Source: an optimization exercise on an open RTL-to-GDS flow (aim: small area and a short achievable clock period). Production flows keep margins and buffers that such runs may drop. Function was checked by simulation only, so behaviour that the tests miss may differ from the original. Power and IR drop assume default switching activity.

==> flow/design.v (outline; a module is shown in full before it is edited, if it fits) <==
// module fp32_mul: 1445 lines
// module fp32_mul_fa: 7 lines
// module fp32_mul_ha: 7 lines
module fp32_mul (
    input wire          clk         ,
    input wire          rst_n       ,
    input wire [31:0]   a           ,        
    input wire [31:0]   b           ,        
    input wire          in_valid    ,        
    output reg          out_valid   ,        
    output reg [31:0]   result               
);
  // ...
==> flow/run.sh <==
#!/bin/bash
# synth_recipe.tcl (not shown) runs the flow's synth.tcl, then flattens the netlist and writes it again
# the make line also repeats each setting of config.mk as NAME=value (left out here)
make -C /OpenROAD-flow-scripts/flow DESIGN_CONFIG=/design/flow/config.mk WORK_HOME=/design/flow/orfs CLKGATE_MAP_FILE= SYNTH_SCRIPT=/design/flow/synth_recipe.tcl finish
==> flow/config.mk <==
export PLATFORM = sky130hd
export DESIGN_NAME = fp32_mul
export DESIGN_NICKNAME = fp32_mul
export VERILOG_FILES = /design/flow/design.v
export SDC_FILE = /design/flow/constraint.sdc
export NUM_CORES = 4
export LEC_CHECK = 0
export ABC_AREA = 1
export CAP_MARGIN = 20
export CORE_MARGIN = 2
export CORE_UTILIZATION = 60
export SETUP_SLACK_MARGIN = 5
export SLEW_MARGIN = 20
export SYNTH_HIERARCHICAL = 1
export SYNTH_MINIMUM_KEEP_SIZE = 0
==> flow/constraint.sdc <==
create_clock -name core_clock -period 10.0 [get_ports {clk}]
set_input_delay 2.0000 -clock core_clock [delete_from_list [all_inputs] [get_ports {clk}]]
set_output_delay 2.0000 -clock core_clock [all_outputs]
set_load 0.01 [all_outputs]
==> impl_metrics.yaml, run 1 <==
drt:
  top_layer_used: "met4"
  drt_iter0_drc: 2112
  wl_met3_um: 7100
sta:
  hold_slack_ns: 0.330
  final_hold_viol_count: 0
  drv_slew: 0
  tightest_slew_ns: 1.11
  setup_slack_ns: 5.12
setup_path:
  crit_type: "register to register"
  cp_max_fo: 28
  worstPathArrival_ns: 5.22
  path_buf_inv: 4
  path_cells: "buf_4, inv_1, ha_1, inv_1, o22ai_1, inv_1, fa_1, fa_1, fa_1, fa_1, fa_1"
  worstPathRequired_ns: 10.34
placed_design:
  place_inst: 3215
  port_buffers: 99
  dp_hpwl_um: 50400
clock_tree:
  cts_tree: "done"
  htree_levels: 4
  numClockSinks: 177
logic_synthesis:
  ys_ff_latch: 177
  synth_top_family_by_area: "adder cells"
  yosysMostFrequentCell: "nand2_1"
  synthMuxAreaShare_pct: 0
  ys_types: 51
  yosysTopAreaCell: "fa_1"
  synth_edf_count: 0
  synth_cells: 2756
  synth_ff_type: "dfxtp_1"
die:
  pin_count: 100
  rows: 70
final_layout:
  largest_reg_flops: 52
  layout_common_cells: "nand2_1 (497), o22ai_1 (288), xor2_1 (281)"
  multi_input_area_um2: 16800
  regMostFlops: "s2_hb"
grt:
  grt_remaining_overflow: 0
  antenna_found_initial: 0
outcome:
  status: "complete, no violations"
power:
  share_comb_of_total_power_pct: 76.3
  p_sw_w: 0.00383
  p_leak_nw: 10.5
hold_path:
  holdPathEnd: "s2_inf$_DFF_P_"
==> inputs of run 2 (changes only) <==
--- a/flow/design.v
+++ b/flow/design.v
@@ -27,22 +27,22 @@
     wire c_inf  = a_inf | b_inf;
     wire c_zero = a_zero | b_zero | (a_e0 & b_e0);
     wire [23:0] ma = {~a_e0, fa};
     wire [23:0] mb = {~b_e0, fb};
     wire [5:0]  qsa, qsb;
     wire [3:0]  rsa, rsb;
     wire [23:0] ca, cb;
     wire [22:0] asf, bsf;
-    assign qsa[0] = (|ma[23:20]);
-    assign qsa[1] = (|ma[19:16]) & ~(|ma[23:20]);
-    assign qsa[2] = (|ma[15:12]) & ~(|ma[23:20]) & ~(|ma[19:16]);
-    assign qsa[3] = (|ma[11:8]) & ~(|ma[23:20]) & ~(|ma[19:16]) & ~(|ma[15:12]);
-    assign qsa[4] = (|ma[7:4]) & ~(|ma[23:20]) & ~(|ma[19:16]) & ~(|ma[15:12]) & ~(|ma[11:8]);
-    assign qsa[5] = (|ma[3:0]) & ~(|ma[23:20]) & ~(|ma[19:16]) & ~(|ma[15:12]) & ~(|ma[11:8]) & ~(|ma[7:4]);
+    assign qsa[0] = ~a_e0 | ((|ma[22:20]));
+    assign qsa[1] = a_e0 & (|ma[19:16]) & ~(|ma[22:20]);
+    assign qsa[2] = a_e0 & (|ma[15:12]) & ~(|ma[22:20]) & ~(|ma[19:16]);
+    assign qsa[3] = a_e0 & (|ma[11:8]) & ~(|ma[22:20]) & ~(|ma[19:16]) & ~(|ma[15:12]);
+    assign qsa[4] = a_e0 & (|ma[7:4]) & ~(|ma[22:20]) & ~(|ma[19:16]) & ~(|ma[15:12]) & ~(|ma[11:8]);
+    assign qsa[5] = a_e0 & (|ma[3:0]) & ~(|ma[22:20]) & ~(|ma[19:16]) & ~(|ma[15:12]) & ~(|ma[11:8]) & ~(|ma[7:4]);
     assign ca[0] = (qsa[0] & ma[0]);
     assign ca[1] = (qsa[0] & ma[1]);
     assign ca[2] = (qsa[0] & ma[2]);
     assign ca[3] = (qsa[0] & ma[3]);
     assign ca[4] = (qsa[0] & ma[4]) | (qsa[1] & ma[0]);
     assign ca[5] = (qsa[0] & ma[5]) | (qsa[1] & ma[1]);
     assign ca[6] = (qsa[0] & ma[6]) | (qsa[1] & ma[2]);
     assign ca[7] = (qsa[0] & ma[7]) | (qsa[1] & ma[3]);
@@ -84,22 +84,22 @@
     assign asf[15] = (rsa[0] & ca[15]) | (rsa[1] & ca[14]) | (rsa[2] & ca[13]) | (rsa[3] & ca[12]);
     assign asf[16] = (rsa[0] & ca[16]) | (rsa[1] & ca[15]) | (rsa[2] & ca[14]) | (rsa[3] & ca[13]);
     assign asf[17] = (rsa[0] & ca[17]) | (rsa[1] & ca[16]) | (rsa[2] & ca[15]) | (rsa[3] & ca[14]);
     assign asf[18] = (rsa[0] & ca[18]) | (rsa[1] & ca[17]) | (rsa[2] & ca[16]) | (rsa[3] & ca[15]);
     assign asf[19] = (rsa[0] & ca[19]) | (rsa[1] & ca[18]) | (rsa[2] & ca[17]) | (rsa[3] & ca[16]);
     assign asf[20] = (rsa[0] & ca[20]) | (rsa[1] & ca[19]) | (rsa[2] & ca[18]) | (rsa[3] & ca[17]);
     assign asf[21] = (rsa[0] & ca[21]) | (rsa[1] & ca[20]) | (rsa[2] & ca[19]) | (rsa[3] & ca[18]);
     assign asf[22] = (rsa[0] & ca[22]) | (rsa[1] & ca[21]) | (rsa[2] & ca[20]) | (rsa[3] & ca[19]);
-    assign qsb[0] = (|mb[23:20]);
-    assign qsb[1] = (|mb[19:16]) & ~(|mb[23:20]);
-    assign qsb[2] = (|mb[15:12]) & ~(|mb[23:20]) & ~(|mb[19:16]);
-    assign qsb[3] = (|mb[11:8]) & ~(|mb[23:20]) & ~(|mb[19:16]) & ~(|mb[15:12]);
-    assign qsb[4] = (|mb[7:4]) & ~(|mb[23:20]) & ~(|mb[19:16]) & ~(|mb[15:12]) & ~(|mb[11:8]);
-    assign qsb[5] = (|mb[3:0]) & ~(|mb[23:20]) & ~(|mb[19:16]) & ~(|mb[15:12]) & ~(|mb[11:8]) & ~(|mb[7:4]);
+    assign qsb[0] = ~b_e0 | ((|mb[22:20]));
+    assign qsb[1] = b_e0 & (|mb[19:16]) & ~(|mb[22:20]);
+    assign qsb[2] = b_e0 & (|mb[15:12]) & ~(|mb[22:20]) & ~(|mb[19:16]);
+    assign qsb[3] = b_e0 & (|mb[11:8]) & ~(|mb[22:20]) & ~(|mb[19:16]) & ~(|mb[15:12]);
+    assign qsb[4] = b_e0 & (|mb[7:4]) & ~(|mb[22:20]) & ~(|mb[19:16]) & ~(|mb[15:12]) & ~(|mb[11:8]);
+    assign qsb[5] = b_e0 & (|mb[3:0]) & ~(|mb[22:20]) & ~(|mb[19:16]) & ~(|mb[15:12]) & ~(|mb[11:8]) & ~(|mb[7:4]);
     assign cb[0] = (qsb[0] & mb[0]);
     assign cb[1] = (qsb[0] & mb[1]);
     assign cb[2] = (qsb[0] & mb[2]);
     assign cb[3] = (qsb[0] & mb[3]);
     assign cb[4] = (qsb[0] & mb[4]) | (qsb[1] & mb[0]);
     assign cb[5] = (qsb[0] & mb[5]) | (qsb[1] & mb[1]);
     assign cb[6] = (qsb[0] & mb[6]) | (qsb[1] & mb[2]);
     assign cb[7] = (qsb[0] & mb[7]) | (qsb[1] & mb[3]);
@@ -147,36 +147,37 @@
     assign bsf[21] = (rsb[0] & cb[21]) | (rsb[1] & cb[20]) | (rsb[2] & cb[19]) | (rsb[3] & cb[18]);
     assign bsf[22] = (rsb[0] & cb[22]) | (rsb[1] & cb[21]) | (rsb[2] & cb[20]) | (rsb[3] & cb[19]);
     wire [4:0]  lza = {qsa[4] | qsa[5], qsa[2] | qsa[3], qsa[1] | qsa[3] | qsa[5],
                        rsa[2] | rsa[3], rsa[1] | rsa[3]};
     wire [4:0]  lzb = {qsb[4] | qsb[5], qsb[2] | qsb[3], qsb[1] | qsb[3] | qsb[5],
                        rsb[2] | rsb[3], rsb[1] | rsb[3]};
     reg         s1_valid;
     reg [22:0]  s1_xf, s1_yf;
-    reg [8:0]   s1_esum;
+    reg [7:0]   s1_ea, s1_eb;
     reg [4:0]   s1_lz;
     reg         s1_sign, s1_nan, s1_inf, s1_zero;
     always @(posedge clk or negedge rst_n) begin
         if (!rst_n) s1_valid <= 1'b0;
         else        s1_valid <= in_valid;
     end
     always @(posedge clk) begin
         s1_xf    <= asf;
         s1_yf    <= bsf;
-        s1_esum  <= {1'b0, ea[7:1], ea[0] | a_e0} + {1'b0, eb[7:1], eb[0] | b_e0};
+        s1_ea    <= {ea[7:1], ea[0] | a_e0};
+        s1_eb    <= {eb[7:1], eb[0] | b_e0};
         s1_lz    <= lza | lzb;
         s1_sign  <= a[31] ^ b[31];
         s1_nan   <= c_nan;
         s1_inf   <= c_inf;
         s1_zero  <= c_zero;
     end
     wire [23:0] xn  = {1'b1, s1_xf};
     wire [23:0] yn  = {1'b1, s1_yf};
-    wire [9:0]  e1  = {1'b0, s1_esum} - 10'd127 - {5'd0, s1_lz};
+    wire [9:0]  e1  = {2'b0, s1_ea} + {2'b0, s1_eb} - 10'd127 - {5'd0, s1_lz};
     wire [31:0] tzx_v = {8'hff, xn};
     wire tzx_a0_0 = tzx_v[0] | tzx_v[1];
     wire [0:0] tzx_z0_0 = ~tzx_v[0];
     wire tzx_a0_1 = tzx_v[2] | tzx_v[3];
     wire [0:0] tzx_z0_1 = ~tzx_v[2];
     wire tzx_a0_2 = tzx_v[4] | tzx_v[5];
     wire [0:0] tzx_z0_2 = ~tzx_v[4];
     wire tzx_a0_3 = tzx_v[6] | tzx_v[7];
@@ -910,17 +911,17 @@
     wire fs260, fc260;
     fp32_mul_fa u_fa260 (.a(fc179), .b(fs218), .c(fc217), .s(fs260), .co(fc260));
     wire fs261, fc261;
     fp32_mul_fa u_fa261 (.a(pp11[23]), .b(fs219), .c(fc218), .s(fs261), .co(fc261));
     wire fs262, fc262;
     fp32_mul_fa u_fa262 (.a(hs29), .b(pp11[24]), .c(fc219), .s(fs262), .co(fc262));
     wire fs263, fc263;
     fp32_mul_fa u_fa263 (.a(~neg[11]), .b(xn[23]), .c(hc29), .s(fs263), .co(fc263));
-    wire [21:0] ls, lc;
+    wire [17:0] ls, lc;
     assign ls[0] = neg[0];
     assign lc[0] = pp0[0];
     assign ls[1] = pp0[1];
     assign lc[1] = 1'b0;
     assign ls[2] = hs30;
     assign lc[2] = pp1[0];
     assign ls[3] = hc30;
     assign lc[3] = hs31;
@@ -947,99 +948,96 @@
     assign ls[14] = fc229;
     assign lc[14] = fs230;
     assign ls[15] = fc230;
     assign lc[15] = fs231;
     assign ls[16] = fc231;
     assign lc[16] = fs232;
     assign ls[17] = fc232;
     assign lc[17] = fs233;
-    assign ls[18] = fc233;
-    assign lc[18] = fs234;
-    assign ls[19] = fc234;
-    assign lc[19] = fs235;
-    assign ls[20] = fc235;
-    assign lc[20] = fs236;
-    assign ls[21] = fc236;
-    assign lc[21] = fs237;
-    wire [5:0] lg, lp;
+    wire [4:0] lg, lp;
     wire [4:0] lb0 = {1'b0, ls[3:0]} + {1'b0, lc[3:0]};
     assign lg[0] = lb0[4];
     assign lp[0] = &(ls[3:0] ^ lc[3:0]);
     wire [4:0] lb1 = {1'b0, ls[7:4]} + {1'b0, lc[7:4]};
     assign lg[1] = lb1[4];
     assign lp[1] = &(ls[7:4] ^ lc[7:4]);
     wire [4:0] lb2 = {1'b0, ls[11:8]} + {1'b0, lc[11:8]};
     assign lg[2] = lb2[4];
     assign lp[2] = &(ls[11:8] ^ lc[11:8]);
     wire [4:0] lb3 = {1'b0, ls[15:12]} + {1'b0, lc[15:12]};
     assign lg[3] = lb3[4];
     assign lp[3] = &(ls[15:12] ^ lc[15:12]);
-    wire [4:0] lb4 = {1'b0, ls[19:16]} + {1'b0, lc[19:16]};
-    assign lg[4] = lb4[4];
-    assign lp[4] = &(ls[19:16] ^ lc[19:16]);
-    wire [2:0] lb5 = {1'b0, ls[21:20]} + {1'b0, lc[21:20]};
-    assign lg[5] = lb5[2];
-    assign lp[5] = &(ls[21:20] ^ lc[21:20]);
-    wire [51:0] hb;
-    assign hb[0] = fc237;
-    assign hb[1] = fs238;
-    assign hb[2] = fc238;
-    assign hb[3] = fs239;
-    assign hb[4] = fc239;
-    assign hb[5] = fs240;
-    assign hb[6] = fc240;
-    assign hb[7] = fs241;
-    assign hb[8] = fc241;
-    assign hb[9] = fs242;
-    assign hb[10] = fc242;
-    assign hb[11] = fs243;
-    assign hb[12] = fc243;
-    assign hb[13] = fs244;
-    assign hb[14] = fc244;
-    assign hb[15] = fs245;
-    assign hb[16] = fc245;
-    assign hb[17] = fs246;
-    assign hb[18] = fc246;
-    assign hb[19] = fs247;
-    assign hb[20] = fc247;
-    assign hb[21] = fs248;
-    assign hb[22] = fc248;
-    assign hb[23] = fs249;
-    assign hb[24] = fc249;
-    assign hb[25] = fs250;
-    assign hb[26] = fc250;
-    assign hb[27] = fs251;
-    assign hb[28] = fc251;
-    assign hb[29] = fs252;
-    assign hb[30] = fc252;
-    assign hb[31] = fs253;
-    assign hb[32] = fc253;
-    assign hb[33] = fs254;
-    assign hb[34] = fc254;
-    assign hb[35] = fs255;
-    assign hb[36] = fc255;
-    assign hb[37] = fs256;
-    assign hb[38] = fc256;
-    assign hb[39] = fs257;
-    assign hb[40] = fc257;
-    assign hb[41] = fs258;
-    assign hb[42] = fc258;
-    assign hb[43] = fs259;
-    assign hb[44] = fc259;
-    assign hb[45] = fs260;
-    assign hb[46] = fc260;
-    assign hb[47] = fs261;
-    assign hb[48] = fc261;
-    assign hb[49] = fs262;
-    assign hb[50] = fc262;
-    assign hb[51] = fs263;
+    wire [2:0] lb4 = {1'b0, ls[17:16]} + {1'b0, lc[17:16]};
+    assign lg[4] = lb4[2];
+    assign lp[4] = &(ls[17:16] ^ lc[17:16]);
+    wire [59:0] hb;
+    assign hb[0] = fc233;
+    assign hb[1] = fs234;
+    assign hb[2] = fc234;
+    assign hb[3] = fs235;
+    assign hb[4] = fc235;
+    assign hb[5] = fs236;
+    assign hb[6] = fc236;
+    assign hb[7] = fs237;
+    assign hb[8] = fc237;
+    assign hb[9] = fs238;
+    assign hb[10] = fc238;
+    assign hb[11] = fs239;
+    assign hb[12] = fc239;
+    assign hb[13] = fs240;
+    assign hb[14] = fc240;
+    assign hb[15] = fs241;
+    assign hb[16] = fc241;
+    assign hb[17] = fs242;
+    assign hb[18] = fc242;
+    assign hb[19] = fs243;
+    assign hb[20] = fc243;
+    assign hb[21] = fs244;
+    assign hb[22] = fc244;
+    assign hb[23] = fs245;
+    assign hb[24] = fc245;
+    assign hb[25] = fs246;
+    assign hb[26] = fc246;
+    assign hb[27] = fs247;
+    assign hb[28] = fc247;
+    assign hb[29] = fs248;
+    assign hb[30] = fc248;
+    assign hb[31] = fs249;
+    assign hb[32] = fc249;
+    assign hb[33] = fs250;
+    assign hb[34] = fc250;
+    assign hb[35] = fs251;
+    assign hb[36] = fc251;
+    assign hb[37] = fs252;
+    assign hb[38] = fc252;
+    assign hb[39] = fs253;
+    assign hb[40] = fc253;
+    assign hb[41] = fs254;
+    assign hb[42] = fc254;
+    assign hb[43] = fs255;
+    assign hb[44] = fc255;
+    assign hb[45] = fs256;
+    assign hb[46] = fc256;
+    assign hb[47] = fs257;
+    assign hb[48] = fc257;
+    assign hb[49] = fs258;
+    assign hb[50] = fc258;
+    assign hb[51] = fs259;
+    assign hb[52] = fc259;
+    assign hb[53] = fs260;
+    assign hb[54] = fc260;
+    assign hb[55] = fs261;
+    assign hb[56] = fc261;
+    assign hb[57] = fs262;
+    assign hb[58] = fc262;
+    assign hb[59] = fs263;
     reg         s2_valid;
-    reg [51:0] s2_hb;
-    reg [5:0]  s2_lg, s2_lp;
+    reg [59:0] s2_hb;
+    reg [4:0]  s2_lg, s2_lp;
     reg         s2_sticky;
     reg [9:0]   s2_e;
     reg         s2_sign, s2_nan, s2_inf, s2_zero;
     always @(posedge clk or negedge rst_n) begin
         if (!rst_n) s2_valid <= 1'b0;
         else        s2_valid <= s1_valid;
     end
     always @(posedge clk) begin
@@ -1048,17 +1046,17 @@
         s2_lp     <= lp;
         s2_sticky <= sticky;
         s2_e      <= e1;
         s2_sign   <= s1_sign;
         s2_nan    <= s1_nan;
         s2_inf    <= s1_inf;
         s2_zero   <= s1_zero;
     end
-    wire [25:0] ha_, hc_;
+    wire [29:0] ha_, hc_;
     assign ha_[0] = s2_hb[0];
     assign hc_[0] = s2_hb[1];
     assign ha_[1] = s2_hb[2];
     assign hc_[1] = s2_hb[3];
     assign ha_[2] = s2_hb[4];
     assign hc_[2] = s2_hb[5];
     assign ha_[3] = s2_hb[6];
     assign hc_[3] = s2_hb[7];
@@ -1101,19 +1099,27 @@
     assign ha_[22] = s2_hb[44];
     assign hc_[22] = s2_hb[45];
     assign ha_[23] = s2_hb[46];
     assign hc_[23] = s2_hb[47];
     assign ha_[24] = s2_hb[48];
     assign hc_[24] = s2_hb[49];
     assign ha_[25] = s2_hb[50];
     assign hc_[25] = s2_hb[51];
-    wire cin = ((s2_lg[5] | (s2_lp[5] & s2_lg[4])) | ((s2_lp[5] & s2_lp[4]) & ((s2_lg[3] | (s2_lp[3] & s2_lg[2])) | ((s2_lp[3] & s2_lp[2]) & (s2_lg[1] | (s2_lp[1] & s2_lg[0]))))));
-    wire [25:0] pg = ha_ & hc_;
-    wire [25:0] pp = ha_ ^ hc_;
+    assign ha_[26] = s2_hb[52];
+    assign hc_[26] = s2_hb[53];
+    assign ha_[27] = s2_hb[54];
+    assign hc_[27] = s2_hb[55];
+    assign ha_[28] = s2_hb[56];
+    assign hc_[28] = s2_hb[57];
+    assign ha_[29] = s2_hb[58];
+    assign hc_[29] = s2_hb[59];
+    wire cin = (s2_lg[4] | (s2_lp[4] & ((s2_lg[3] | (s2_lp[3] & s2_lg[2])) | ((s2_lp[3] & s2_lp[2]) & (s2_lg[1] | (s2_lp[1] & s2_lg[0]))))));
+    wire [29:0] pg = ha_ & hc_;
+    wire [29:0] pp = ha_ ^ hc_;
     wire sg0_1 = pg[1] | (pp[1] & pg[0]);
     wire sp0_1 = pp[1] & pp[0];
     wire sg0_3 = pg[3] | (pp[3] & pg[2]);
     wire sp0_3 = pp[3] & pp[2];
     wire sg0_5 = pg[5] | (pp[5] & pg[4]);
     wire sp0_5 = pp[5] & pp[4];
     wire sg0_7 = pg[7] | (pp[7] & pg[6]);
     wire sp0_7 = pp[7] & pp[6];
@@ -1130,16 +1136,20 @@
     wire sg0_19 = pg[19] | (pp[19] & pg[18]);
     wire sp0_19 = pp[19] & pp[18];
     wire sg0_21 = pg[21] | (pp[21] & pg[20]);
     wire sp0_21 = pp[21] & pp[20];
     wire sg0_23 = pg[23] | (pp[23] & pg[22]);
     wire sp0_23 = pp[23] & pp[22];
     wire sg0_25 = pg[25] | (pp[25] & pg[24]);
     wire sp0_25 = pp[25] & pp[24];
+    wire sg0_27 = pg[27] | (pp[27] & pg[26]);
+    wire sp0_27 = pp[27] & pp[26];
+    wire sg0_29 = pg[29] | (pp[29] & pg[28]);
+    wire sp0_29 = pp[29] & pp[28];
     wire sg1_2 = pg[2] | (pp[2] & sg0_1);
     wire sp1_2 = pp[2] & sp0_1;
     wire sg1_3 = sg0_3 | (sp0_3 & sg0_1);
     wire sp1_3 = sp0_3 & sp0_1;
     wire sg1_6 = pg[6] | (pp[6] & sg0_5);
     wire sp1_6 = pp[6] & sp0_5;
     wire sg1_7 = sg0_7 | (sp0_7 & sg0_5);
     wire sp1_7 = sp0_7 & sp0_5;
@@ -1154,16 +1164,20 @@
     wire sg1_18 = pg[18] | (pp[18] & sg0_17);
     wire sp1_18 = pp[18] & sp0_17;
     wire sg1_19 = sg0_19 | (sp0_19 & sg0_17);
     wire sp1_19 = sp0_19 & sp0_17;
     wire sg1_22 = pg[22] | (pp[22] & sg0_21);
     wire sp1_22 = pp[22] & sp0_21;
     wire sg1_23 = sg0_23 | (sp0_23 & sg0_21);
     wire sp1_23 = sp0_23 & sp0_21;
+    wire sg1_26 = pg[26] | (pp[26] & sg0_25);
+    wire sp1_26 = pp[26] & sp0_25;
+    wire sg1_27 = sg0_27 | (sp0_27 & sg0_25);
+    wire sp1_27 = sp0_27 & sp0_25;
     wire sg2_4 = pg[4] | (pp[4] & sg1_3);
     wire sp2_4 = pp[4] & sp1_3;
     wire sg2_5 = sg0_5 | (sp0_5 & sg1_3);
     wire sp2_5 = sp0_5 & sp1_3;
     wire sg2_6 = sg1_6 | (sp1_6 & sg1_3);
     wire sp2_6 = sp1_6 & sp1_3;
     wire sg2_7 = sg1_7 | (sp1_7 & sg1_3);
     wire sp2_7 = sp1_7 & sp1_3;
@@ -1178,16 +1192,20 @@
     wire sg2_20 = pg[20] | (pp[20] & sg1_19);
     wire sp2_20 = pp[20] & sp1_19;
     wire sg2_21 = sg0_21 | (sp0_21 & sg1_19);
     wire sp2_21 = sp0_21 & sp1_19;
     wire sg2_22 = sg1_22 | (sp1_22 & sg1_19);
     wire sp2_22 = sp1_22 & sp1_19;
     wire sg2_23 = sg1_23 | (sp1_23 & sg1_19);
     wire sp2_23 = sp1_23 & sp1_19;
+    wire sg2_28 = pg[28] | (pp[28] & sg1_27);
+    wire sp2_28 = pp[28] & sp1_27;
+    wire sg2_29 = sg0_29 | (sp0_29 & sg1_27);
+    wire sp2_29 = sp0_29 & sp1_27;
     wire sg3_8 = pg[8] | (pp[8] & sg2_7);
     wire sp3_8 = pp[8] & sp2_7;
     wire sg3_9 = sg0_9 | (sp0_9 & sg2_7);
     wire sp3_9 = sp0_9 & sp2_7;
     wire sg3_10 = sg1_10 | (sp1_10 & sg2_7);
     wire sp3_10 = sp1_10 & sp2_7;
     wire sg3_11 = sg1_11 | (sp1_11 & sg2_7);
     wire sp3_11 = sp1_11 & sp2_7;
@@ -1198,16 +1216,24 @@
     wire sg3_14 = sg2_14 | (sp2_14 & sg2_7);
     wire sp3_14 = sp2_14 & sp2_7;
     wire sg3_15 = sg2_15 | (sp2_15 & sg2_7);
     wire sp3_15 = sp2_15 & sp2_7;
     wire sg3_24 = pg[24] | (pp[24] & sg2_23);
     wire sp3_24 = pp[24] & sp2_23;
     wire sg3_25 = sg0_25 | (sp0_25 & sg2_23);
     wire sp3_25 = sp0_25 & sp2_23;
+    wire sg3_26 = sg1_26 | (sp1_26 & sg2_23);
+    wire sp3_26 = sp1_26 & sp2_23;
+    wire sg3_27 = sg1_27 | (sp1_27 & sg2_23);
+    wire sp3_27 = sp1_27 & sp2_23;
+    wire sg3_28 = sg2_28 | (sp2_28 & sg2_23);
+    wire sp3_28 = sp2_28 & sp2_23;
+    wire sg3_29 = sg2_29 | (sp2_29 & sg2_23);
+    wire sp3_29 = sp2_29 & sp2_23;
     wire sg4_16 = pg[16] | (pp[16] & sg3_15);
     wire sp4_16 = pp[16] & sp3_15;
     wire sg4_17 = sg0_17 | (sp0_17 & sg3_15);
     wire sp4_17 = sp0_17 & sp3_15;
     wire sg4_18 = sg1_18 | (sp1_18 & sg3_15);
     wire sp4_18 = sp1_18 & sp3_15;
     wire sg4_19 = sg1_19 | (sp1_19 & sg3_15);
     wire sp4_19 = sp1_19 & sp3_15;
@@ -1218,17 +1244,25 @@
     wire sg4_22 = sg2_22 | (sp2_22 & sg3_15);
     wire sp4_22 = sp2_22 & sp3_15;
     wire sg4_23 = sg2_23 | (sp2_23 & sg3_15);
     wire sp4_23 = sp2_23 & sp3_15;
     wire sg4_24 = sg3_24 | (sp3_24 & sg3_15);
     wire sp4_24 = sp3_24 & sp3_15;
     wire sg4_25 = sg3_25 | (sp3_25 & sg3_15);
     wire sp4_25 = sp3_25 & sp3_15;
-    wire [26:0] cc;
+    wire sg4_26 = sg3_26 | (sp3_26 & sg3_15);
+    wire sp4_26 = sp3_26 & sp3_15;
+    wire sg4_27 = sg3_27 | (sp3_27 & sg3_15);
+    wire sp4_27 = sp3_27 & sp3_15;
+    wire sg4_28 = sg3_28 | (sp3_28 & sg3_15);
+    wire sp4_28 = sp3_28 & sp3_15;
+    wire sg4_29 = sg3_29 | (sp3_29 & sg3_15);
+    wire sp4_29 = sp3_29 & sp3_15;
+    wire [30:0] cc;
     assign cc[0] = cin;
     assign cc[1] = pg[0] | (pp[0] & cin);
     assign cc[2] = sg0_1 | (sp0_1 & cin);
     assign cc[3] = sg1_2 | (sp1_2 & cin);
     assign cc[4] = sg1_3 | (sp1_3 & cin);
     assign cc[5] = sg2_4 | (sp2_4 & cin);
     assign cc[6] = sg2_5 | (sp2_5 & cin);
     assign cc[7] = sg2_6 | (sp2_6 & cin);
@@ -1246,18 +1280,22 @@
     assign cc[19] = sg4_18 | (sp4_18 & cin);
     assign cc[20] = sg4_19 | (sp4_19 & cin);
     assign cc[21] = sg4_20 | (sp4_20 & cin);
     assign cc[22] = sg4_21 | (sp4_21 & cin);
     assign cc[23] = sg4_22 | (sp4_22 & cin);
     assign cc[24] = sg4_23 | (sp4_23 & cin);
     assign cc[25] = sg4_24 | (sp4_24 & cin);
     assign cc[26] = sg4_25 | (sp4_25 & cin);
-    wire [25:0] qa = pp ^ cc[25:0];
-    wire [25:0] q = qa[25:0];        
+    assign cc[27] = sg4_26 | (sp4_26 & cin);
+    assign cc[28] = sg4_27 | (sp4_27 & cin);
+    assign cc[29] = sg4_28 | (sp4_28 & cin);
+    assign cc[30] = sg4_29 | (sp4_29 & cin);
+    wire [29:0] qa = pp ^ cc[29:0];
+    wire [25:0] q = qa[29:4];        
     wire        h    = q[25];
     wire        inc0 = q[0] & (s2_sticky | q[1]);
     wire        inc1 = q[1] & (q[0] | s2_sticky | q[2]);
     wire [24:0] t0, t1;            
     wire ta0_1 = q[2] & q[1];
     wire ta0_3 = q[4] & q[3];
     wire ta0_5 = q[6] & q[5];
     wire ta0_7 = q[8] & q[7];
==> flow/flow/run.sh (new file) <==
#!/bin/bash
# The standard layout (standard.sh) with two changes: the ports are buffered
# by buf_2 cells instead of the default delay buffers, and the setup repair
# aims for a slack of 5 ns. Synthesis is unchanged.
set -euo pipefail
sed "s/SETUP_SLACK_MARGIN=[0-9.]*/SETUP_SLACK_MARGIN=5/" standard.sh > standard_margin.sh
bash standard_margin.sh BUFFER_PORTS_ARGS="-buffer_cell sky130_fd_sc_hd__buf_2" finish > flow_make.log 2>&1
==> flow/standard.sh (new file) <==
#!/bin/bash
# synth_recipe.tcl (not shown) runs the flow's synth.tcl, then flattens the netlist and writes it again
# the make line also repeats each setting of config.mk as NAME=value (left out here)
make -C /OpenROAD-flow-scripts/flow DESIGN_CONFIG=/design/flow/config.mk WORK_HOME=/design/flow/orfs CLKGATE_MAP_FILE= SYNTH_SCRIPT=/design/flow/synth_recipe.tcl "${@:-finish}"
==> flow/config.mk (replaced) <==
export PLATFORM = sky130hd
export DESIGN_NAME = fp32_mul
export DESIGN_NICKNAME = fp32_mul
export VERILOG_FILES = /design/flow/design.v
export SDC_FILE = /design/flow/constraint.sdc
export NUM_CORES = 4
export LEC_CHECK = 0
export ABC_AREA = 1
export CAP_MARGIN = 20
export CORE_MARGIN = 2
export CORE_UTILIZATION = 40
export SETUP_SLACK_MARGIN = 5
export SLEW_MARGIN = 20
export SYNTH_HIERARCHICAL = 1
export SYNTH_MINIMUM_KEEP_SIZE = 0
removed: flow/run.sh
==> impl_metrics.yaml, run 2 <==
outcome:
  status: "complete, no violations"
setup_path:
  path_buf_inv: 4
  regToRegSetupSlack_ns: 5.20
  slowest_delay_ns: 0.53
  cpLargestDelayFamily: "adder cells"
  endpoint_kind: "register"
  path_cells: "buf_4, inv_1, ha_1, clkinvlp_4, o22ai_1, inv_1, fa_1, fa_1, fa_1, fa_1, fa_1"
  path_common_cell: "fa_1"
  r2r-end: "s2_hb[25]$_DFF_P_"
  worstPathRequired_ns: 10.38
  crit_path_start_kind: "register"
  r2r_start: "s1_yf[21]$_DFF_P_"
  r2r_cells: 11
  crit_type: "register to register"
  cp_max_fo: 28
  cp_slowest_cell: "ha_1"
  worstPathArrival_ns: 5.18
power:
  p_leak_nw: 10.6
  vdd_drop_max_uv: 155
  power_per_cell_area_nw_per_um2: 302
placed_design:
  port_buffers: 99
  dp_hpwl_um: 52000
  placed_area_um2: 23300
  place.gp.congestion: 0.919
grt:
  grt_first_pass_wirelength_um: 112000
  grt_use_total_pct: 25.0
  antenna_found_initial: 0
  grt_max_degree: 32
  grt_remaining_overflow: 0
  grt_pass1_vias: 20500
final_layout:
  multi_input_area_um2: 16700
  top_regs: "s2_hb (60), result (32)"
  diodes: 0
  regMostFlops: "s2_hb"
  layout_commonest_cell: "nand2_1"
  area_growth_pct: 7.89
  fillCellCount: 5481
  drive_gt1_share_pct: 9.73
  largest_reg_flops: 60
  fin_area_um2: 24000
  regArea_um2: 3820
  fin_util_pct: 43.6
  nNetsFinal: 3214
  layout_common_cells: "nand2_1 (494), o22ai_1 (286), xor2_1 (277)"
clock_tree:
  clkTransAtPathRegs_ns: 0.09
  numCtsBuffers: 17
  cts-root-buf: "clkbuf_16"
  clk_latency_ns: 0.51
  numClockSinks: 190
  htree_levels: 4
  cts_setup_buffers: 0
  cts_buffer_depth: 2
  cts_tree: "done"
sta:
  tightest_slew_ns: 1.11
  fin_tns_setup_ns: 0
  period_share_pct: 48.0
  min_period_ns: 4.80
  slew_headroom_pct: 25.6
  finalClockSkew_ns: 0.0230
  hold_slack_ns: 0.318
  setup_viol_count_final: 0
  drv_slew: 0
  rsz0062_at_grt: "false"
  fmax_mhz: 209
  final_hold_viol_count: 0
job:
  maxCapViolations: 0
die:
  die_w_um: 240
  initial_core_util_pct: 40.4
  rows: 86
  die_height_um: 240
  die_area_um2: 57500
  core_area_um2: 55000
  pin_count: 100
hold_path:
  worstHoldPathCells: 0
  holdPathEnd: "s2_zero$_DFF_P_"
  hold_path_class: "register to register"
  hold_start: "s1_zero$_DFF_P_"
logic_synthesis:
  synth_ff_type: "dfxtp_1"
  synth_top_area_share_pct: 24.5
  synth_common_cells: "nand2_1 (501), o22ai_1 (286), inv_1 (277), xor2_1 (277), fa_1 (272)"
  async_flop_share_pct: 1.58
  yosysMostFrequentCell: "nand2_1"
  synth_area_per_cell_um2: 8.03
  yosysTopAreaCell: "fa_1"
  synth_cells: 2768
  synth_warnings: 7
  ys_seq_area_share_pct: 17.2
  ys_ff_latch: 190
  netlist_top_cells_area: "fa_1 (24%), dfxtp_1 (17%), xor2_1 (11%)"
  synth_edf_count: 0
  ys_types: 55
  synth_area_um2: 22200
drt:
  drt_wl_total_um: 70500
  num_vias: 20300
  drt_pass1_iterations: 6
  wl_per_cell_um: 20.0
  ant_nets: 0
  drt_iter0_drc: 1993
  drc: 0
  vias_per_cell: 5.75
## run 2: cell count changes in the layout (fill, tap and decap cells not counted), moves of 6 or more
cell,change
inv_1,+6
a21oi_1,-10
clkdlybuf4s50_1,-99
ha_1,-6
nand3_1,+7
dfxtp_1,+13
nor2_4,-8
nand4_1,+10
nor2_1,+21
buf_4,-14
buf_2,+99
## run 2: logic make-up (layout without fill, tap and decap cells)
logic type / after synthesis / after routing / share of synthesized area, %
compound gates: 503 / 503 / 14.2
fa+ha+maj: 376 / 376 / 30.3
flops: 190 / 190 / 17.2
xor+xnor: 283 / 283 / 11.1
other cells: 2 / 13 / 0.0338
simple gates: 954 / 954 / 19.1
buf+inv: 460 / 465 / 8.00
## run 2: worst max path at each step
| stage | to | slack, ns | cells after the start | start |
|---|---|---|---|---|
| 6_report | s2_hb[25]$_DFF_P_ | 5.20 | 11 | s1_yf[21]$_DFF_P_ |
| 3_3_place_gp | s1_yf[22]$_DFF_P_ | 4.45 | 14 | b[23] |
| 2_1_floorplan | s2_hb[23]$_DFF_P_ | 5.91 | 11 | s1_yf[21]$_DFF_P_ |
| 4_1_cts | s1_yf[22]$_DFF_P_ | 5.06 | 14 | b[23] |
| 3_5_place_dp | s1_yf[22]$_DFF_P_ | 4.51 | 14 | b[23] |
| 5_1_grt | s2_hb[15]$_DFF_P_ | 5.02 | 11 | s1_yf[5]$_DFF_P_ |
## run 2: timing repair
action	in CTS	in global routing
gates resized for setup	0	11
setup endpoints to repair	0	55
hold buffers	0	0
## run 2: power by group
| part | internal (W) | leakage, nW | switching [W] | total [W] |
|---|---|---|---|---|
| Sequential | 0.00106 | 1.60 | 0.0000835 | 0.00114 |
| Clock | 0.000343 | 0.302 | 0.000365 | 0.000708 |
| Combinational | 0.00207 | 8.70 | 0.00333 | 0.00540 |
| Total | 0.00348 | 10.6 | 0.00378 | 0.00725 |
## run 2: Yosys stat by module (local to each module, per instance)
module       flops+latches  copies in the design  cells  area [um2]
fp32_mul_fa              0                   264      1        20.0
fp32_mul_ha              0                    32      1        12.5
fp32_mul               190                     1   2472       16500
## run 2: worst register-to-register path: cells and delay by family (launching register included)
family	cells	cell delay [ns]
AO/OA/AOI/OAI	1	0.26
adder cells (fa/ha/maj)	6	2.96
buffers and inverters	4	1.14
flip-flops	1	0.33
## run 2: layout make-up
class | count | area share, %
clock buffer | 17 | 1.77
clock inverter | 15 | 0.850
inverter | 299 | 4.69
multi-input combinational | 2129 | 69.7
sequential | 190 | 15.9
tap | 748 | 3.90
timing repair buffer | 133 | 3.13
timing repair inverter | 1 | 0.0209
## run 2: through the flow
step | setup slack [ns] | cells | power (W)
floorplan | 5.91 | 2779 | 0.00517
global placement | 4.45 | 3498 | 0.00641
detailed placement | 4.51 | 3499 | 0.00656
CTS | 5.06 | 3531 | 0.00730
global route | 5.02 | 3532 | 0.00811
finish | 5.20 | 3532 | 0.00725
## run 2: layer usage
metal  part of all wire, %  GRT usage, %  routed length (um)  vias to the layer above
met1                    41          31.5               29100                     9842
met5                     0             0                   0                        -
met4                   4.5          13.4                3210                        0
met3                   8.5          5.19                6010                      193
li1                      -             -                   -                     9232
met2                    46          40.3               32200                     1035
==> inputs of run 3 (changes only) <==
==> flow/flow/run.sh (replaced) <==
#!/bin/bash
# The standard layout (standard.sh) with two changes: the ports are buffered
# by buf_2 cells instead of the default delay buffers, and the setup repair
# aims for a slack of 6.5 ns. Synthesis is unchanged.
set -euo pipefail
sed "s/SETUP_SLACK_MARGIN=[0-9.]*/SETUP_SLACK_MARGIN=6.5/" standard.sh > standard_margin.sh
bash standard_margin.sh BUFFER_PORTS_ARGS="-buffer_cell sky130_fd_sc_hd__buf_2" finish > flow_make.log 2>&1
==> impl_metrics.yaml, run 3 <==
clock_tree:
  cts_buffer_depth: 2
  numCtsBuffers: 17
  cts-root-buf: "clkbuf_16"
  cts_hold_buf: 0
  cts_tree: "done"
  clk_latency_ns: 0.50
  clkTransAtPathRegs_ns: 0.08
  htree_levels: 4
  numClockSinks: 190
hold_path:
  holdPathEnd: "s2_zero$_DFF_P_"
  worstHoldPathCells: 0
  hold_start: "s1_zero$_DFF_P_"
  hold_path_class: "register to register"
sta:
  slew_headroom_pct: 40.7
  period_share_pct: 40.1
  rsz0062_at_grt: "true"
  fin_tns_setup_ns: 0
  setup_slack_ns: 5.99
  setup_viol_count_final: 0
  final_hold_viol_count: 0
  fmax_mhz: 250
  drv_slew: 0
  finalClockSkew_ns: 0.0188
  min_period_ns: 4.01
  tightest_slew_ns: 0.889
final_layout:
  layout_commonest_cell: "nand2_1"
  regArea_um2: 3900
  top_regs: "s2_hb (60), result (32)"
  fillCellCount: 4827
  regMostFlops: "s2_hb"
  fin_util_pct: 53.4
  multi_input_area_um2: 19500
  final_cells: 3759
  largest_reg_flops: 60
  drive_gt1_share_pct: 31.5
  layout_common_cells: "nand2_1 (403), xor2_1 (256), inv_1 (231)"
  nNetsFinal: 3440
  area_growth_pct: 32.0
drt:
  vias_per_cell: 5.97
  drc: 0
  drt_iter0_drc: 2435
  wl_per_cell_um: 22.5
  drt_wl_total_um: 84500
  drt_pass1_iterations: 12
  ant_nets: 0
  num_vias: 22500
setup_path:
  slowest_delay_ns: 0.51
  cpLargestDelayFamily: "adder cells"
  cp_slowest_cell: "fa_1"
  r2r_start: "s1_yf[5]$_DFF_P_"
  worstPathArrival_ns: 4.37
  r2r_cells: 12
  path_cells: "buf_12, nor2_4, clkinv_4, nand2_8, nand2_8, o22ai_1, xor2_1, fa_1, fa_1, fa_2, fa_1, fa_2"
  path_common_cell: "fa_1"
  cp_max_fo: 6
  regToRegSetupSlack_ns: 5.99
  path_buf_inv: 2
  crit_path_start_kind: "register"
  crit_type: "register to register"
  r2r-end: "s2_hb[15]$_DFF_P_"
  endpoint_kind: "register"
  worstPathRequired_ns: 10.36
logic_synthesis:
  synth_top_area_share_pct: 24.5
  synth_cells: 2768
  synth_area_per_cell_um2: 8.03
  ys_types: 55
  synth_area_um2: 22200
  synth_warnings: 7
  ys_ff_latch: 190
  async_flop_share_pct: 1.58
  netlist_top_cells_area: "fa_1 (24%), dfxtp_1 (17%), xor2_1 (11%)"
  synth_edf_count: 0
  ys_seq_area_share_pct: 17.2
  synth_common_cells: "nand2_1 (501), o22ai_1 (286), inv_1 (277), xor2_1 (277), fa_1 (272)"
  yosysTopAreaCell: "fa_1"
  yosysMostFrequentCell: "nand2_1"
  synth_ff_type: "dfxtp_1"
grt:
  grt_pass1_vias: 22100
  grt_first_pass_wirelength_um: 126000
  grt_remaining_overflow: 0
  grt_max_degree: 30
  antenna_found_initial: 1
  grt_use_total_pct: 28.5
die:
  pin_count: 100
  die_height_um: 240
  core_area_um2: 55000
  rows: 86
  die_area_um2: 57500
  initial_core_util_pct: 40.4
  die_w_um: 240
outcome:
  status: "complete, no violations"
placed_design:
  port_buffers: 99
  place.gp.congestion: 0.902
  pre_cts_ws_ns: 4.65
  place_inst: 3494
  dp_hpwl_um: 50400
power:
  vdd_drop_max_uv: 202
  power_w: 0.00815
  p_leak_nw: 12.4
  power_per_cell_area_nw_per_um2: 278
job:
  maxCapViolations: 0
## run 3: cell counts after synthesis
No cell type changed its count.
## run 3: how the worst max path moves through the flow
| stage | slack, ns | to | startpoint | cells after the start |
|---|---|---|---|---|
| 6_report | 5.99 | s2_hb[15]$_DFF_P_ | s1_yf[5]$_DFF_P_ | 12 |
| 5_1_grt | 5.94 | s2_hb[15]$_DFF_P_ | s1_yf[5]$_DFF_P_ | 12 |
| 4_1_cts | 6.19 | s2_hb[13]$_DFF_P_ | s1_yf[9]$_DFF_P_ | 13 |
| 3_5_place_dp | 4.65 | s1_xf[3]$_DFF_P_ | a[27] | 15 |
| 3_3_place_gp | 4.38 | s1_yf[8]$_DFF_P_ | b[27] | 12 |
| 2_1_floorplan | 6.03 | s1_yf[22]$_DFF_P_ | b[27] | 15 |
## run 3: stage by stage
| stage | hold WS, ns | instance area [um2] |
|---|---|---|
| global route | 0.338 | 29300 |
| detailed placement | 0.316 | 23700 |
| global placement | 0.311 | 23700 |
| floorplan | 0.310 | 23000 |
| CTS | 0.335 | 27400 |
| finish | 0.333 | 29300 |
## run 3: per-module statistics from Yosys, one instance, submodules excluded
module | flip-flops and latches | cell area (um2) | times used
fp32_mul | 190 | 16500 | 1
fp32_mul_ha | 0 | 12.5 | 32
fp32_mul_fa | 0 | 20.0 | 264
## run 3: report_power, final
group | total [W] | internal (W) | switching [W]
clock | 0.000705 | 0.000340 | 0.000365
combinational | 0.00630 | 0.00254 | 0.00376
sequential | 0.00115 | 0.00106 | 0.0000908
## run 3: timing repair
action	in CTS	in global routing
pin swaps	98	141
gates cloned	47	10
setup endpoints to repair	145	127
resized for setup	354	321
endpoints found under the hold margin	0	0
setup buffers	123	52
## run 3: worst reg2reg max path, stage by stage, from the launching register on
cell and delay [ns]:
dfxtp_4 0.36, buf_12 0.14, nor2_4 0.10, clkinv_4 0.11, nand2_8 0.14, nand2_8 0.11, o22ai_1 0.28, xor2_1 0.31
fa_1 0.47, fa_1 0.50, fa_2 0.42, fa_1 0.51, fa_2 0.42
## run 3: kinds of logic after synthesis
group / synth area share, %
flip-flops: 17.2
adder cells (fa/ha/maj): 30.3
other: 0.0338
AO/OA/AOI/OAI: 14.2
AND/OR/NAND/NOR: 19.1
XOR/XNOR: 11.1
buffers and inverters: 8.00
## run 3: cell type report
| class | count | share of cell area, % |
|---|---|---|
| multi-input combinational | 2160 | 66.4 |
| sequential | 190 | 13.3 |
| timing repair buffer | 322 | 10.6 |
| inverter | 299 | 4.17 |
| tap | 748 | 3.19 |
| clock buffer | 17 | 1.45 |
| clock inverter | 15 | 0.657 |
| timing repair inverter | 7 | 0.179 |
| antenna | 1 | 0.00853 |
## run 3: routing by layer
metal / track usage (%) / share of wire (%)
met5: 0 / 0
met4: 15.9 / 5.9
met3: 7.25 / 11
met2: 44.7 / 45
met1: 35.9 / 38
==> inputs of run 4 (changes only) <==
--- a/flow/config.mk
+++ b/flow/config.mk
@@ -13,3 +13,4 @@
 export SLEW_MARGIN = 20
 export SYNTH_HIERARCHICAL = 1
 export SYNTH_MINIMUM_KEEP_SIZE = 0
+export TNS_END_PERCENT = 10
==> impl_metrics.yaml, run 4 <==
outcome:
  status: "complete, no violations"
setup_path:
  r2r_cells: 13
  crit_type: "register to register"
  worstPathArrival_ns: 4.27
  path_buf_inv: 4
  r2r_start: "s1_yf[21]$_DFF_P_"
  endpoint_kind: "register"
  path_cells: "buf_12, clkinvlp_4, nand2_2, o21ai_4, buf_8, buf_6, o22ai_1, xor2_1, fa_1, fa_1, fa_2, fa_1, fa_1"
  crit_path_start_kind: "register"
  r2r-end: "s2_hb[11]$_DFF_P_"
  slowest_delay_ns: 0.56
  cp_slowest_cell: "fa_1"
  regToRegSetupSlack_ns: 6.09
  cpLargestDelayFamily: "adder cells"
  path_common_cell: "fa_1"
  worstPathRequired_ns: 10.36
  cp_max_fo: 8
clock_tree:
  clkTransAtPathRegs_ns: 0.08
  clk_latency_ns: 0.49
  htree_levels: 4
  numClockSinks: 190
  cts_buffer_depth: 2
  numCtsBuffers: 17
  cts-root-buf: "clkbuf_16"
  cts_hold_buf: 0
  cts_tree: "done"
placed_design:
  pre_cts_ws_ns: 4.48
  place.gp.congestion: 0.940
  port_buffers: 99
  dp_hpwl_um: 52700
die:
  die_height_um: 240
  die_w_um: 240
  die_area_um2: 57500
  rows: 86
  pin_count: 100
  initial_core_util_pct: 40.4
  core_area_um2: 55000
final_layout:
  diodes: 0
  area_growth_pct: 21.2
  nNetsFinal: 3374
  regMostFlops: "s2_hb"
  largest_reg_flops: 60
  top_regs: "s2_hb (60), result (32)"
  layout_commonest_cell: "nand2_1"
  layout_common_cells: "nand2_1 (454), xor2_1 (276), o22ai_1 (269)"
  drive_gt1_share_pct: 20.7
power:
  intPower_w: 0.00367
  vdd_drop_max_uv: 153
  clkPwrFrac_pct: 9.7
  seq_power_share_pct: 15.0
  share_comb_of_total_power_pct: 75.3
  p_sw_w: 0.00398
  power_per_cell_area_nw_per_um2: 284
  p_leak_nw: 11.7
  switching_share_pct: 52.0
drt:
  num_vias: 21900
  wl_per_cell_um: 22.5
  drt_pass1_iterations: 8
  drt_wl_total_um: 83200
  vias_per_cell: 5.92
  ant_nets: 0
  drt_iter0_drc: 2616
  drc: 0
grt:
  grt_remaining_overflow: 0
  grt_pass1_vias: 21600
  grt_first_pass_wirelength_um: 125000
  grt_max_degree: 30
  antenna_found_initial: 1
  grt_use_total_pct: 28.4
logic_synthesis:
  synth_area_um2: 22200
  ys_seq_area_share_pct: 17.2
  netlist_top_cells_area: "fa_1 (24%), dfxtp_1 (17%), xor2_1 (11%)"
  synth_cells: 2768
  synth_warnings: 7
  synth_ff_type: "dfxtp_1"
  synth_common_cells: "nand2_1 (501), o22ai_1 (286), inv_1 (277), xor2_1 (277), fa_1 (272)"
  synth_edf_count: 0
  async_flop_share_pct: 1.58
  ys_types: 55
  synth_area_per_cell_um2: 8.03
  ys_ff_latch: 190
  synth_top_area_share_pct: 24.5
  yosysTopAreaCell: "fa_1"
  yosysMostFrequentCell: "nand2_1"
sta:
  fin_tns_setup_ns: 0
  fmax_mhz: 256
  min_period_ns: 3.91
  final_hold_viol_count: 0
  setup_slack_ns: 6.09
  tightest_slew_ns: 0.918
  slew_headroom_pct: 38.7
  drv_slew: 0
  period_share_pct: 39.1
  rsz0062_at_grt: "true"
  finalClockSkew_ns: 0.0212
  setup_viol_count_final: 0
hold_path:
  worstHoldPathCells: 0
  hold_start: "s1_zero$_DFF_P_"
  hold_path_class: "register to register"
  holdPathEnd: "s2_zero$_DFF_P_"
job:
  maxCapViolations: 0
run 4: cell counts after synthesis:
No cell type changed its count.
run 4: layout make-up:
cell class / instances / area [um2]
Fill cell: 5132 / 28000
Clock inverter: 15 / 214
Timing Repair inverter: 8 / 52.6
Sequential cell: 190 / 3870
Inverter: 299 / 1210
Clock buffer: 17 / 425
Timing Repair Buffer: 259 / 2320
Multi-Input combinational cell: 2156 / 17900
Tap cell: 748 / 936
run 4: worst max-delay path by stage:
stage,from,to,cells past startpoint
3_5_place_dp,a[1],s1_xf[19]$_DFF_P_,10
5_1_grt,s1_yf[3]$_DFF_P_,s2_hb[19]$_DFF_P_,12
6_report,s1_yf[21]$_DFF_P_,s2_hb[11]$_DFF_P_,13
2_1_floorplan,b[27],s1_yf[22]$_DFF_P_,15
3_3_place_gp,b[27],s1_yf[22]$_DFF_P_,13
4_1_cts,s1_yf[21]$_DFF_P_,s2_hb[25]$_DFF_P_,11
run 4: layer usage:
metal / part of all wire [%] / global-route usage, %
met1: 37 / 34.5
met2: 46 / 46.3
met5: 0.0096 / 0
met4: 6.3 / 16.6
met3: 10 / 6.41
run 4: metrics by stage:
stage          instance area [um2]  total power [W]  hold WS, ns  utilization [%]  std cells
2_1_floorplan                22300          0.00517        0.310                -       2779
3_3_place_gp                 23400          0.00647        0.313             42.5       3501
3_5_place_dp                 23400          0.00662        0.319             42.5       3501
4_1_cts                      26000          0.00755        0.336             47.4       3646
5_1_grt                      26900          0.00850        0.352             49.0       3692
6_report                     26900          0.00765        0.336             49.0       3692
run 4: timing repair:
| action | 4_1_cts | 5_1_grt |
|---|---|---|
| resized for setup | 254 | 120 |
| gates cloned | 41 | 12 |
| buffers inserted | 72 | 34 |
| setup endpoints to repair | 146 | 133 |
| pin swaps | 51 | 60 |
run 4: kinds of logic after synthesis:
logic type,share of synthesized area [%]
AO/OA/AOI/OAI,14.2
XOR/XNOR,11.1
adder cells (fa/ha/maj),30.3
buffers and inverters,8.00
flip-flops,17.2
other,0.0338
AND/OR/NAND/NOR,19.1
run 4: power groups by stage:
stage,Sequential [W],Combinational (W),Clock (W)
2_1_floorplan,0.00116,0.00401,0
3_3_place_gp,0.00116,0.00532,0
3_5_place_dp,0.00116,0.00546,0
4_1_cts,0.00115,0.00564,0.000759
5_1_grt,0.00117,0.00654,0.000787
6_report,0.00115,0.00576,0.000743
run 4: per-module statistics from Yosys (local to each module, per instance):
module       area [um2]  cells
fp32_mul          16500   2472
fp32_mul_fa        20.0      1
fp32_mul_ha        12.5      1
==> inputs of run 5 (changes only) <==
==> flow/flow/run.sh (replaced) <==
#!/bin/bash
# The standard layout (standard.sh) with two changes: the ports are buffered
# by buf_2 cells instead of the default delay buffers, and the setup repair
# aims for a slack of 7 ns. Synthesis is unchanged.
set -euo pipefail
sed "s/SETUP_SLACK_MARGIN=[0-9.]*/SETUP_SLACK_MARGIN=7/" standard.sh > standard_margin.sh
bash standard_margin.sh BUFFER_PORTS_ARGS="-buffer_cell sky130_fd_sc_hd__buf_2" finish > flow_make.log 2>&1
--- a/flow/config.mk
+++ b/flow/config.mk
@@ -13,4 +13,3 @@
 export SLEW_MARGIN = 20
 export SYNTH_HIERARCHICAL = 1
 export SYNTH_MINIMUM_KEEP_SIZE = 0
-export TNS_END_PERCENT = 10
==> impl_metrics.yaml, run 5 <==
power:
  p_sw_w: 0.00495
  switching_share_pct: 50.9
  seq_power_share_pct: 12.3
  p_leak_nw: 13.2
  share_comb_of_total_power_pct: 79.9
  vdd_drop_max_uv: 238
  clkPwrFrac_pct: 7.8
  intPower_w: 0.00477
  power_per_cell_area_nw_per_um2: 306
logic_synthesis:
  synth_top_family_by_area: "adder cells"
  yosysMostFrequentCell: "nand2_1"
  synth_area_per_cell_um2: 8.03
  synth_compound_area_share_pct: 14.2
  ys_types: 55
  async_flop_share_pct: 1.58
  synth_cells: 2768
  synth_area_um2: 22200
  synth_top_area_share_pct: 24.5
  synth_fa_ha_area_share_pct: 30.3
  synth_ff_type: "dfxtp_1"
  synth_xor_xnor_area_share_pct: 11.1
  ys_ff_latch: 190
  synth_edf_count: 0
  synth_warnings: 7
  yosysTopAreaCell: "fa_1"
  synth-simple-area-share_pct: 19.1
  ys_seq_area_share_pct: 17.2
  synthMuxAreaShare_pct: 0
  synth_common_cells: "nand2_1 (501), o22ai_1 (286), inv_1 (277), xor2_1 (277), fa_1 (272)"
  netlist_top_cells_area: "fa_1 (24%), dfxtp_1 (17%), xor2_1 (11%)"
final_layout:
  regMostFlops: "s2_hb"
  drive_gt1_share_pct: 40.8
  top_regs: "s2_hb (60), result (32)"
  fin_util_pct: 57.8
  largest_reg_flops: 60
  fillCellCount: 4581
  diodes: 0
  fin_area_um2: 31800
  area_growth_pct: 43.0
  layout_commonest_cell: "nand2_1"
  regArea_um2: 3930
  multi_input_area_um2: 20800
  nNetsFinal: 3544
  layout_common_cells: "nand2_1 (337), xor2_1 (255), inv_1 (211)"
placed_design:
  place.gp.congestion: 0.901
  dp_hpwl_um: 50900
  port_buffers: 99
  placed_area_um2: 23800
  pre_cts_ws_ns: 4.72
sta:
  rsz0062_at_grt: "true"
  min_period_ns: 3.94
  setup_slack_ns: 6.06
  setup_viol_count_final: 0
  fmax_mhz: 254
  final_hold_viol_count: 0
  fin_tns_setup_ns: 0
  tightest_slew_ns: 0.743
  slew_headroom_pct: 50.0
  finalClockSkew_ns: 0.0201
  period_share_pct: 39.4
  drv_slew: 0
job:
  maxCapViolations: 0
die:
  die_area_um2: 57500
  pin_count: 100
  initial_core_util_pct: 40.4
  die_w_um: 240
  rows: 86
  core_area_um2: 55000
  die_height_um: 240
outcome:
  status: "complete, no violations"
drt:
  num_vias: 23400
  vias_per_cell: 6.05
  drc: 0
  ant_nets: 0
  wl_per_cell_um: 23.5
  drt_wl_total_um: 90700
  drt_iter0_drc: 2651
  drt_pass1_iterations: 8
setup_path:
  r2r-end: "s2_hb[17]$_DFF_P_"
  endpoint_kind: "register"
  r2r_cells: 12
  cp_max_fo: 12
  worstPathRequired_ns: 10.44
  worstPathArrival_ns: 4.38
  crit_type: "register to register"
  r2r_start: "s1_yf[21]$_DFF_P_"
  crit_path_start_kind: "register"
  regToRegSetupSlack_ns: 6.06
grt:
  grt_max_degree: 30
  grt_remaining_overflow: 0
  grt_pass1_vias: 23400
  grt_first_pass_wirelength_um: 134000
  grt_use_total_pct: 30.6
  antenna_found_initial: 1
clock_tree:
  cts_buffer_depth: 2
  numCtsBuffers: 17
  cts_tree: "done"
  clkTransAtPathRegs_ns: 0.09
  htree_levels: 4
  numClockSinks: 190
  clk_latency_ns: 0.51
  cts-root-buf: "clkbuf_16"
hold_path:
  hold_path_class: "register to register"
  holdPathEnd: "s2_sign$_DFF_P_"
  hold_start: "s1_sign$_DFF_P_"
  worstHoldPathCells: 0
-- run 5: cell types whose count changed in the layout (fill, tap and decap cells not counted), moves of 34 or more --
cell     change
nand2_1    -117
inv_1       -34
nand2_2     +68
nor2_1      -35
o22ai_1     -65
buf_4       +85
fa_2       +103
buf_6       +65
fa_1       -103
o22ai_2     +44
-- run 5: cell families (layout without fill, tap and decap cells) --
family / after synthesis / in the layout
flip-flops: 190 / 190
buffers and inverters: 460 / 761
adder cells (fa/ha/maj): 376 / 376
AO/OA/AOI/OAI: 503 / 504
AND/OR/NAND/NOR: 954 / 987
XOR/XNOR: 283 / 283
other: 2 / 13
-- run 5: metrics by stage --
step | hold WS, ns | std cells | total power (W)
floorplan | 0.310 | 2779 | 0.00536
global placement | 0.310 | 3492 | 0.00658
detailed placement | 0.314 | 3494 | 0.00676
CTS | 0.336 | 3773 | 0.00848
global route | 0.344 | 3862 | 0.0106
finish | 0.335 | 3862 | 0.00972
-- run 5: repair_timing --
item | 4_1_cts | 5_1_grt
hold buffers | 0 | 0
resized for setup | 645 | 353
endpoints found under the setup margin | 153 | 150
buffers inserted | 192 | 82
gates cloned | 55 | 6
pin swaps | 209 | 235
-- run 5: worst max-delay path: stages (launching register included) --
cell and delay, ns:
dfxtp_4 0.39, clkinvlp_4 0.11, buf_4 0.17, nand2_4 0.09, o21ai_4 0.07, buf_12 0.16, o22ai_1 0.16, xor2_1 0.25
fa_2 0.52, fa_2 0.36, fa_2 0.58, fa_2 0.47, fa_2 0.52
-- run 5: area by class of cell --
type | instances | share of cell area, %
Clock buffer | 17 | 1.34
Clock inverter | 15 | 0.720
Sequential cell | 190 | 12.4
Inverter | 299 | 3.92
Tap cell | 748 | 2.94
Timing Repair inverter | 8 | 0.169
Timing Repair Buffer | 422 | 13.1
Multi-Input combinational cell | 2163 | 65.4
-- run 5: routing by layer --
layer  wire, um  vias to the layer above  global-route usage (%)
li1           -                     9963                       -
met1      33800                    11300                    37.3
met2      40300                     1631                    46.9
met3      10600                      465                    10.6
met4       6020                        2                    17.2
met5         13                        -                       0
-- run 5: how the worst max path moves through the flow --
stage,slack (ns),to,start
finish,6.06,s2_hb[17]$_DFF_P_,s1_yf[21]$_DFF_P_
detailed placement,4.72,s1_yf[20]$_DFF_P_,b[23]
global placement,4.48,s1_yf[8]$_DFF_P_,b[30]
global route,6.00,s2_hb[25]$_DFF_P_,s1_yf[13]$_DFF_P_
CTS,6.13,s2_hb[19]$_DFF_P_,s1_yf[19]$_DFF_P_
floorplan,6.03,s1_yf[22]$_DFF_P_,b[27]
-- run 5: Yosys stat by module, one instance, submodules excluded --
module	copies in the design	flip-flops and latches	cell area, um2	cells inside
fp32_mul_ha	32	0	12.5	1
fp32_mul_fa	264	0	20.0	1
fp32_mul	1	190	16500	2472
-- run 5: power groups by stage --
stage	Combinational [W]	Sequential, W	Clock, W
floorplan	0.00419	0.00116	0
global placement	0.00542	0.00117	0
detailed placement	0.00559	0.00117	0
CTS	0.00654	0.00117	0.000773
global route	0.00855	0.00122	0.000797
finish	0.00776	0.00120	0.000757
==> inputs of run 6 (changes only) <==
==> flow/flow/run.sh (replaced) <==
#!/bin/bash
# The standard layout (standard.sh) with two changes: the ports are buffered
# by buf_2 cells instead of the default delay buffers, and the setup repair
# aims for a slack of 6 ns. Synthesis is unchanged.
set -euo pipefail
sed "s/SETUP_SLACK_MARGIN=[0-9.]*/SETUP_SLACK_MARGIN=6/" standard.sh > standard_margin.sh
bash standard_margin.sh BUFFER_PORTS_ARGS="-buffer_cell sky130_fd_sc_hd__buf_2" finish > flow_make.log 2>&1
--- a/flow/config.mk
+++ b/flow/config.mk
@@ -8,7 +8,7 @@
 export ABC_AREA = 1
 export CAP_MARGIN = 20
 export CORE_MARGIN = 2
-export CORE_UTILIZATION = 40
+export CORE_UTILIZATION = 60
 export SETUP_SLACK_MARGIN = 5
 export SLEW_MARGIN = 20
 export SYNTH_HIERARCHICAL = 1
==> impl_metrics.yaml, run 6 <==
setup_path:
  r2r_start: "s1_yf[5]$_DFF_P_"
  slowest_delay_ns: 0.57
  r2r-end: "s2_hb[13]$_DFF_P_"
  startpoint: "s1_yf[5]$_DFF_P_"
  path_cells: "buf_12, nor2_1, inv_2, nand2_4, nand2_8, o22ai_1, xor2_1, fa_1, fa_1, fa_1, fa_1, fa_1"
  regToRegSetupSlack_ns: 5.92
  worstPathArrival_ns: 4.43
  crit_path_start_kind: "register"
  worstPathRequired_ns: 10.35
  endpoint_kind: "register"
  path_common_cell: "fa_1"
  cp_max_fo: 15
  crit_type: "register to register"
  r2r_cells: 12
  cp_slowest_cell: "fa_1"
logic_synthesis:
  synth_xor_xnor_area_share_pct: 11.1
  synth_fa_ha_area_share_pct: 30.3
  synth_edf_count: 0
  synth_area_um2: 22200
  async_flop_share_pct: 1.58
  yosysTopAreaCell: "fa_1"
  ys_seq_area_share_pct: 17.2
  synthMuxAreaShare_pct: 0
  ys_ff_latch: 190
  netlist_top_cells_area: "fa_1 (24%), dfxtp_1 (17%), xor2_1 (11%)"
  synth_area_per_cell_um2: 8.03
  yosysMostFrequentCell: "nand2_1"
  synth_common_cells: "nand2_1 (501), o22ai_1 (286), inv_1 (277), xor2_1 (277), fa_1 (272)"
  synth_cells: 2768
  synth_top_family_by_area: "adder cells"
  synth-simple-area-share_pct: 19.1
  ys_types: 55
  synth_top_area_share_pct: 24.5
  synth_warnings: 7
  synth_compound_area_share_pct: 14.2
  synth_ff_type: "dfxtp_1"
sta:
  fin_tns_setup_ns: 0
  final_hold_viol_count: 0
  setup_viol_count_final: 0
  min_period_ns: 4.08
  rsz0062_at_grt: "true"
  fmax_mhz: 245
  setup_slack_ns: 5.92
  tightest_slew_ns: 0.708
  drv_slew: 0
  period_share_pct: 40.8
  slew_headroom_pct: 52.4
  finalClockSkew_ns: 0.0116
grt:
  antenna_found_initial: 3
  grt_use_met1_pct: 47.3
  grt_max_degree: 31
  grt_use_met3_pct: 9.72
  grt_use_total_pct: 38.4
  grt_first_pass_wirelength_um: 115000
  met2_usage_pct: 61.5
  top_usage_layer: "met2"
  grt_remaining_overflow: 0
  grt_pass1_vias: 21500
job:
  maxCapViolations: 0
die:
  core_area_um2: 36500
  die_area_um2: 38600
  pin_count: 100
  die_w_um: 196
  rows: 70
  die_height_um: 196
  initial_core_util_pct: 60.9
drt:
  drt_pass1_iterations: 7
  vias_per_cell: 6.55
  ant_nets: 0
  wl_per_cell_um: 23.2
  drt_iter0_drc: 3156
  drt_wl_total_um: 78800
  num_vias: 22200
  drc: 0
clock_tree:
  cts_buffer_depth: 2
  numCtsBuffers: 17
  cts-root-buf: "clkbuf_16"
  numClockSinks: 190
  htree_levels: 4
  cts_tree: "done"
  clk_latency_ns: 0.48
  clkTransAtPathRegs_ns: 0.08
final_layout:
  nNetsFinal: 3352
  fin_util_pct: 70.7
  drive_gt1_share_pct: 17.6
  fillCellCount: 2830
  final_cells: 3390
  layout_commonest_cell: "nand2_1"
  diodes: 0
  layout_common_cells: "nand2_1 (470), xor2_1 (276), o22ai_1 (273)"
  top_regs: "s2_hb (60), result (32)"
  fin_area_um2: 25800
  regMostFlops: "s2_hb"
  regArea_um2: 3850
  area_growth_pct: 16.2
  largest_reg_flops: 60
  multi_input_area_um2: 17400
placed_design:
  port_buffers: 99
  pre_cts_ws_ns: 4.34
  dp_hpwl_um: 50200
  place_inst: 3221
  place.gp.congestion: 0.970
  placed_area_um2: 23000
hold_path:
  holdPathEnd: "s2_nan$_DFF_P_"
  worstHoldPathCells: 0
  hold_path_class: "register to register"
  hold_start: "s1_nan$_DFF_P_"
power:
  vdd_drop_max_uv: 255
  power_per_cell_area_nw_per_um2: 292
  p_leak_nw: 11.5
outcome:
  status: "complete, no violations"
[run 6: cell counts after synthesis]
No cell type changed its count.
[run 6: metal layers]
layer  vias to the layer above  wire [um]
met1                     10500      28000
met5                         -         13
met4                         2       5570
li1                       9555          -
met2                      1720      34800
met3                       484      10300
[run 6: logic make-up (layout without fill, tap and decap cells)]
kind of cell,after synthesis,count (layout)
XOR/XNOR,283,283
AND/OR/NAND/NOR,954,969
flip-flops,190,190
adder cells (fa/ha/maj),376,376
buffers and inverters,460,588
AO/OA/AOI/OAI,503,503
other,2,13
[run 6: area by class of cell]
type	instances	share of cell area [%]
timing repair buffer	247	8.09
timing repair inverter	10	0.252
tap	468	2.27
multi-input combinational	2144	67.5
inverter	299	4.54
clock buffer	17	1.65
clock inverter	15	0.789
sequential	190	14.9
[run 6: worst max path at each step]
stage / endpoint / slack (ns) / depth (start not counted)
after global placement: s1_lz[0]$_DFF_P_ / 4.38 / 12
after global routing: s2_hb[23]$_DFF_P_ / 5.88 / 12
after CTS: s2_hb[15]$_DFF_P_ / 5.92 / 11
after floorplan: s2_hb[23]$_DFF_P_ / 5.99 / 11
final: s2_hb[13]$_DFF_P_ / 5.92 / 12
after detailed placement: s1_xf[12]$_DFF_P_ / 4.34 / 13
[run 6: timing repair]
item | in CTS | in global routing
hold buffers | 0 | 0
pin swaps | 9 | 50
cloned | 18 | 21
resized for setup | 113 | 137
buffers inserted | 29 | 69
setup endpoints to repair | 101 | 109
[run 6: critical path: cells and delay by family, from the launching register on]
kind / cells / cell delay [ns]
AOI/OAI and AO/OA: 1 / 0.12
xor gates and xnor gates: 1 / 0.19
adders and majority gates: 5 / 2.45
buffers and inverters: 2 / 0.34
DFF: 1 / 0.40
and+or+nand+nor: 3 / 0.44
[run 6: where the power goes]
part	total (W)	internal, W	switching (W)
sequential	0.00115	0.00106	0.0000896
combinational	0.00568	0.00219	0.00349
clock	0.000718	0.000344	0.000374
[run 6: stage by stage]
step	hold slack, ns	power, W
final	0.336	0.00755
after global routing	0.350	0.00829
after CTS	0.336	0.00735
after detailed placement	0.315	0.00656
after global placement	0.316	0.00634
after floorplan	0.310	0.00517
[run 6: Yosys stat by module (local to each module, per instance)]
module	cells inside	flops+latches	times used	cell area, um2
fp32_mul	2472	190	1	16500
fp32_mul_fa	1	0	264	20.0
fp32_mul_ha	1	0	32	12.5

## afterwards: timing with drivers on the ports
In the flow no input, the clock included, has a driving cell. The finished layouts below were timed again as built, in two steps. Step 1 sets driving cells, clkbuf_16 on the clock port and buf_2 on the other inputs (assumed; they add their load-dependent delay and slew). Step 2, shift: input delay + t, output delay - t, t = (earliest + latest rising clock arrival at the registers) / 2. This alone moves slack from input paths to output paths. Slacks: ideal ports / drivers / drivers and shift; pairs: ideal ports / drivers.
run | t, ns | slack for setup (ns)
run 1 | 0.519 | 5.121 / 5.121 / 4.695
run 2 | 0.560 | 5.204 / 5.204 / 4.743
run 3 | 0.541 | 5.995 / 5.995 / 5.783
run 4 | 0.550 | 6.089 / 6.089 / 5.777
run 5 | 0.559 | 6.061 / 6.061 / 5.707
run 6 | 0.530 | 5.921 / 5.920 / 5.602
After both steps every run listed still meets setup and hold.
